From an optimization exercise on the open Yosys and OpenROAD flow, aimed at small area; shortcuts taken in it are not production practice. Only simulation tests tie the RTL to the original design; equivalence was not proved. Power figures rest on the tool's default switching activity, not on a simulated workload.

<file path="flow/design.v">
module farm_top(
	input clk,
	input rst_n,
	output [31:0] ins,
	output [31:0] ret_ad,
	output [31:0] mem_addr,
	output [31:0] mem_wdata,
	output mem_rd,
	output mem_wr,
	input  [31:0] mem_rdata);
localparam S_RESET   = 3'd0;
localparam S_FETCH   = 3'd1;
localparam S_DECODE  = 3'd2;
localparam S_COMPUTE = 3'd3;
localparam S_MEM     = 3'd4;
localparam S_WB      = 3'd5;
reg  [2:0] state;
wire st_fetch  = (state == S_FETCH);
wire st_decode = (state == S_DECODE);
wire st_mem    = (state == S_MEM);
wire st_wb     = (state == S_WB);
reg  [31:0] IR;
reg  [31:2] PC;
reg  [31:2] PC_prev;
assign ins    = IR;
assign ret_ad = {PC_prev, 2'b00};
wire [6:0] opc = IR[6:0];
wire [2:0] f3  = IR[14:12];
wire is_L  = (opc == 7'b0000011);
wire is_I  = (opc == 7'b0010011);
wire is_JR = (opc == 7'b1100111);
wire is_S  = (opc == 7'b0100011);
wire is_U  = (opc == 7'b0110111);
wire is_UJ = (opc == 7'b1101111);
wire is_R  = ~(is_L | is_I | is_JR | is_S | is_U | is_UJ);
wire f7z   = (IR[31:26] == 6'b000000);
wire f7s   = (IR[31:26] == 6'b100000);
wire op_add = is_L | is_S | (f3 == 3'b000 & ((is_R & f7z) | is_I));
wire op_or  = (f3 == 3'b110) & ((is_R & f7z) | is_I);
wire op_xor = (f3 == 3'b100) & ((is_R & f7z) | is_I);
wire op_and = (f3 == 3'b111) & ((is_R & f7z) | is_I);
wire op_sll = (f3 == 3'b001) & is_R & f7z;
wire op_srl = (f3 == 3'b101) & is_R & (f7z | f7s);
wire op_lui = is_U;
wire op_sub = ~(op_add | op_or | op_xor | op_and | op_sll | op_srl | op_lui);
reg [31:0] rf [1:31];
reg [31:1] rv;
wire [4:0] rs1 = IR[19:15];
wire [4:0] rs2 = IR[24:20];
wire [4:0] rd  = IR[11:7];
wire [4:0] raddr = st_decode ? rs2 : rs1;
reg [31:0] port;
integer k;
always @(*) begin
	port = 32'd0;
	for (k = 1; k < 32; k = k + 1)
		if (raddr == k && rv[k]) port = rf[k];
end
reg [31:0] H;
always @(posedge clk)
	if (st_decode) H <= port;
wire [31:0] A = port;
wire [31:0] B = is_I ? {{20{IR[31]}}, IR[31:20]} :
                is_U ? {IR[31:12], 12'd0} :
                (is_L | is_JR) ? 32'd0 : H;
wire [31:0] sum = A + (op_sub ? ~B : B) + {31'd0, op_sub};
reg  [31:0] a_rev, sh_rev;
wire [31:0] sh_in = op_sll ? a_rev : A;
wire [31:0] sh_r  = sh_in >> B[4:0];
integer j;
always @(*) begin
	for (j = 0; j < 32; j = j + 1) begin
		a_rev[j]  = A[31-j];
		sh_rev[j] = sh_r[31-j];
	end
end
wire        sh_big = |B[31:5];
wire [31:0] sh_out = sh_big ? 32'd0 : (op_sll ? sh_rev : sh_r);
wire [31:0] alu = (op_add | op_sub) ? sum :
                  op_or  ? (A | B) :
                  op_xor ? (A ^ B) :
                  op_and ? (A & B) :
                  (op_sll | op_srl) ? sh_out :
                  B;
assign mem_addr  = st_fetch ? {PC, 2'b00} : alu;
assign mem_wdata = H;
assign mem_rd    = st_fetch | (st_mem & is_L);
assign mem_wr    = st_mem & is_S;
wire a_lo = (mem_addr[31:16] == 16'd0);
wire a_hi = (|mem_addr[31:18]) | (&mem_addr[17:16]);
wire mfc  = a_hi | (a_lo & mem_rd);
wire stall = (st_fetch | (st_mem & (is_L | is_S))) & ~mfc;
always @(posedge clk or negedge rst_n) begin
	if (!rst_n)
		state <= S_RESET;
	else if (!stall) begin
		case (state)
			S_RESET:   state <= S_FETCH;
			S_FETCH:   state <= S_DECODE;
			S_DECODE:  state <= S_COMPUTE;
			S_COMPUTE: state <= S_MEM;
			S_MEM:     state <= S_WB;
			default:   state <= S_FETCH;
		endcase
	end
end
wire rf_we = st_wb & ~is_S;
integer m;
always @(posedge clk) begin
	for (m = 1; m < 32; m = m + 1)
		if (rf_we && rd == m) rf[m] <= alu;
end
always @(posedge clk or negedge rst_n) begin
	if (!rst_n)
		rv <= 31'd0;
	else if (rf_we && rd != 5'd0)
		rv[rd] <= 1'b1;
end
always @(posedge clk) begin
	if (!rst_n)
		IR <= 32'd0;
	else if (st_fetch)
		IR <= mem_rdata;
end
always @(posedge clk) begin
	if (!rst_n)
		PC <= 30'd0;
	else if (st_fetch)
		PC <= PC + 30'd1;
end
always @(posedge clk)
	PC_prev <= PC;
endmodule
</file>
<file path="flow/run.sh">
#!/bin/bash
# synth_recipe.tcl (not shown) runs the flow's synth.tcl, then flattens the netlist and writes it again
# the make line also repeats each setting of config.mk as NAME=value (left out here)
make -C /OpenROAD-flow-scripts/flow DESIGN_CONFIG=/design/flow/config.mk WORK_HOME=/design/flow/orfs CLKGATE_MAP_FILE= SYNTH_SCRIPT=/design/flow/synth_recipe.tcl finish
</file>
<file path="flow/config.mk">
export PLATFORM = sky130hd
export DESIGN_NAME = farm_top
export DESIGN_NICKNAME = farm_top
export VERILOG_FILES = /design/flow/design.v
export SDC_FILE = /design/flow/constraint.sdc
export NUM_CORES = 4
export LEC_CHECK = 0
export CAP_MARGIN = 20
export CORE_MARGIN = 2
export CORE_UTILIZATION = 25
export GPL_ROUTABILITY_DRIVEN = 1
export PLACE_DENSITY = 0.4
export SLEW_MARGIN = 20
</file>
<file path="flow/constraint.sdc">
create_clock -name core_clock -period 10.0 [get_ports {clk}]
set_input_delay 2.0000 -clock core_clock [delete_from_list [all_inputs] [get_ports {clk}]]
set_output_delay 2.0000 -clock core_clock [all_outputs]
set_load 0.01 [all_outputs]
</file>
==> metrics.md <==
| Metric | Value |
|---|---|
| Status | `complete, but fails checks` |
| Violated checks | `negative setup slack` |
| Clock skew | `0.0496 ns` |
| Gr ovfl total | `0` |
| Pleak | `25.6 nW` |
| Max-slew violation count | `0` |
| Peak supply drop | `0.000137 V` |
| Final min period | `10.00 ns` |
| Die footprint | `243,000 um^2` |
| DIE HEIGHT | `493 um` |
| Horiz. Die Dim | `493 um` |
| EDFF count, synth | `1,024` |
| Layout Area Growth over Synthesis | `29.3%` |
| Via-per-instance ratio | `6.05` |
| Gate Count Post-Synth | `5,561` |
| Initial core utilization | `0.251` |
| Total CTS buffers | `145` |
| Setup ws final | `-0.00210 ns` |
| Sequential Power Share | `0.451` |
| Clock power frac | `0.456` |
| PwrDens | `155 nW/um^2` |
| Layout cell share with drive strength beyond 1 | `0.226` |
| Post-synthesis sequential area ratio | `0.560` |
| Final hold viol count | `0` |
| First-pass GRT wire length | `531,000 um` |
| GP Congestion | `1.02` |
| I/O pin cnt | `164` |
| Internal | `8.81 mW` |
| Iter 0 DRT Violations | `8,325` |
| Synth unique cells | `115` |
| Sw power | `3.15 mW` |
| Initial antenna violation count | `55` |
| Pre-Repair DR Iteration Count | `6` |
| Primary flip-flop cell chosen by synthesis mapping | `edfxtp_1` |
| FF+latch count, synth | `1,150` |
| Tot GR Track Use | `0.324` |
| Final Util | `0.325` |
| Synthesized cell area | `59,700 um^2` |
| Max Freq | `100 MHz` |
| Routed WL | `408,000 um` |
| Worst slew margin | `0.198` |
| Nets | `6,397` |
| Net Sw Frac | `0.264` |
| Layout Cells excl Fill | `9,627` |
| Max_cap viols | `0` |
| Mapped Avg Cell Area | `10.7 um^2` |
| Largest net degree at the start of global routing | `62` |
| CTS Sinks | `1,150` |
| DRC | `0` |
| Comb power frac | `0.093` |
| Crit path kind | `flip-flop to output port` |
| Hold Buf Count CTS | `0` |
| HPWL after DPL | `295,000 um` |
| Root Driver | `clkbuf_16` |
| Area leader, netlist | `edfxtp_1` |
| Placed insts | `9,322` |
| WL/cell | `42.4 um` |
| Worst Tran Pin Value | `1.20 ns` |
| Yosys warnings | `2` |
| Setup violators final | `1` |
| Clock transition at the registers of the reported paths | `0.06 ns` |
| Crit path required time | `8.00 ns` |
| Synth area leaders | `edfxtp_1 (51%), nand2_1 (4.2%), dfxtp_1 (3.1%)` |
| CP endpoint kind | `output port` |
| Yosys top cell area share | `0.515` |
| Fin crit share | `1.00` |
| PortBufs | `161` |
| Setup WS pre-CTS | `-0.0106 ns` |
| CTS tree | `done` |
| H-tree Lvls | `4` |
| Ys async rst share | `0.0296` |
| Clock tree buffer depth | `3` |
| Critical Path Fanout Max | `15` |
| # rows | `179` |
| Vias | `58,248` |
| HP Class | `flip-flop to flip-flop` |
| Total core area | `238,000 um^2` |
| WP data arrival | `8.00 ns` |
| Startpoint types | `flip-flop` |
| RSZ-0062 raised after global routing | `yes` |
| Worst skew pair latency | `0.83 ns` |
| Antenna Nets Post-Route | `0` |
| Vias in the first global route | `54,693` |
## registers in the layout, summed over array words and instances, names as in the netlist
| signal | cells |
|---|---|
| H | 32 |
| IR | 32 |
| PC | 30 |
| PC_prev | 30 |
| rf | 992 |
| rv | 31 |
| state | 3 |
## synth_stat cells (all sizes together), types with 26 or more instances
| cell type | count |
|---|---|
| edfxtp | 1024 |
| nand2 | 669 |
| nor2 | 367 |
| clkbuf | 293 |
| o21ai | 293 |
| nand3 | 220 |
| a21oi | 193 |
| nor3 | 173 |
| buf | 141 |
| o22ai | 136 |
| o211ai | 130 |
| nor4 | 117 |
| nand4 | 97 |
| xnor2 | 97 |
| dfxtp | 92 |
| inv | 89 |
| a31oi | 84 |
| and2 | 76 |
| a22oi | 73 |
| o221ai | 60 |
| a211oi | 59 |
| a22o | 48 |
| nand3b | 46 |
| a221oi | 43 |
| a2111oi | 42 |
| a21boi | 39 |
| a32oi | 39 |
| mux2i | 39 |
| o2111ai | 39 |
| o21a | 39 |
| or3 | 35 |
| dfrtp | 34 |
| nand2b | 32 |
| o21bai | 32 |
| ha | 31 |
| and3 | 30 |
| mux2 | 27 |
| a21o | 26 |
## worst max-delay path: stages, from the launching register on
cell	delay (ns)
dfxtp_4	0.57
buf_4	0.30
and3b_1	0.52
nand2_1	0.41
o22ai_1	0.69
a221o_1	0.37
nor4_1	0.08
buf_4	0.16
nand4_1	0.24
nand2_2	0.23
o21ai_0	0.61
a211oi_1	0.16
o21ai_0	0.48
buf_4	0.20
o21a_1	0.13
a221o_1	0.29
nand2_1	0.08
o21ai_0	0.10
a22oi_1	0.09
a311o_1	0.41
buf_4	0.17
o21ai_4	0.08
nand2_1	0.09
nand2_1	0.12
clkdlybuf4s50_1	0.55
## cell usage in the layout (no fill, tap or decap), types with 42 or more instances in the layout
cell / n
and2_1: 70
o21ai_0: 251
dfxtp_1: 82
nand3b_1: 46
nand3_1: 219
a22o_1: 45
buf_12: 42
xnor2_1: 96
buf_4: 831
clkdlybuf4s50_1: 156
nor3_1: 147
clkbuf_16: 155
nor4_1: 100
a21oi_1: 175
a211oi_1: 51
o22ai_1: 132
nand4_1: 97
nor2_1: 321
a31oi_1: 73
nand2_1: 660
o221ai_1: 58
a22oi_1: 69
o211ai_1: 127
edfxtp_1: 1024
inv_1: 86
## power by group through the flow
stage,sequential (mW),combinational [mW],clock [mW]
floorplan,5.50,0.366,0
global placement,5.50,1.08,0
detailed placement,5.50,1.08,0
CTS,5.40,1.09,5.50
global route,5.40,1.13,5.68
finish,5.40,1.11,5.45
## per-stage QoR
step / TNS [ns] / cell area (um^2) / total power, mW / hold WS [ns]
2_1_floorplan: 0 / 59700 / 5.87 / 0.356
3_3_place_gp: -6.52 / 71100 / 6.58 / 0.384
3_5_place_dp: -0.0106 / 71100 / 6.58 / 0.389
4_1_cts: -0.164 / 76400 / 12.0 / 0.398
5_1_grt: -0.00246 / 77200 / 12.2 / 0.398
6_report: -0.00210 / 77200 / 12.0 / 0.396
## logic make-up after synthesis
| logic type | Yosys count | synth area share |
|---|---|---|
| buffers and inverters | 525 | 0.0378 |
| adder cells (fa/ha/maj) | 37 | 0.00750 |
| AND/OR/NAND/NOR | 2014 | 0.166 |
| XOR/XNOR | 107 | 0.0157 |
| AO/OA/AOI/OAI | 1655 | 0.199 |
| other | 1 | 0.0000628 |
| multiplexers | 72 | 0.0141 |
| flip-flops | 1150 | 0.560 |
## worst paths after layout
kind / start / endpoint / slack (ns) / cells past startpoint
min in group asynchronous: rst_n / rv[1] / 1.82 / 2
setup reg to reg: IR[21] / state[0] / 1.41 / 29
hold / removal: PC[17] / PC_prev[17] / 0.40 / 0
setup / recovery: IR[22] / mem_addr[12] / -0.002 / 24
max in group asynchronous: rst_n / rv[20] / 7.57 / 2
hold reg to reg: PC[17] / PC_prev[17] / 0.40 / 0
## metal layers
metal | GRT usage | up-vias | wire [um]
met5 | 0 | - | 169
met4 | 0.195 | 26 | 30600
met3 | 0.0681 | 982 | 35300
met2 | 0.500 | 3628 | 178000
met1 | 0.416 | 30181 | 163000
li1 | - | 23431 | -
## timing repair
action	4_1_cts	5_1_grt
gates cloned	2	4
pin swaps	11	30
resized for setup	94	111
endpoints found under the setup margin	30	25
setup buffers	7	17
## area by class of cell
cell class / count / area (um^2)
antenna: 11 / 27.5
clock buffer: 189 / 4010
clock inverter: 75 / 764
fill: 24268 / 160000
inverter: 91 / 358
multi-input combinational: 3888 / 25500
sequential: 1150 / 33500
tap: 3167 / 3960
timing repair buffer: 1055 / 9050
timing repair inverter: 1 / 16.3

static timing again, ports no longer ideal:
The results above use ideal ports. As a check the final layout listed here was re-extracted and re-timed, cells and wires unchanged. Step 1: set_driving_cell puts a clkbuf_16 on clk and a buf_2 on each other input, an assumption about the parent block. Step 2 also shifts input and output timing later by t, the mid clock arrival at the registers, as if the neighbouring blocks saw the same clock. Three values: ideal, step 1, step 2; two values: the first two.
t (ns): 0.891
slack for setup (ns): -0.002 / -0.090 / 0.801
worst hold slack (ns): 0.396 / 0.396 / 0.396
latest minus earliest clock arrival (ns): 0.054 / 0.054
worst register clock-pin slew, ns: 0.07 / 0.07
For this run, drivers alone change the setup slack by -0.088 ns; drivers and shift together by +0.803 ns.
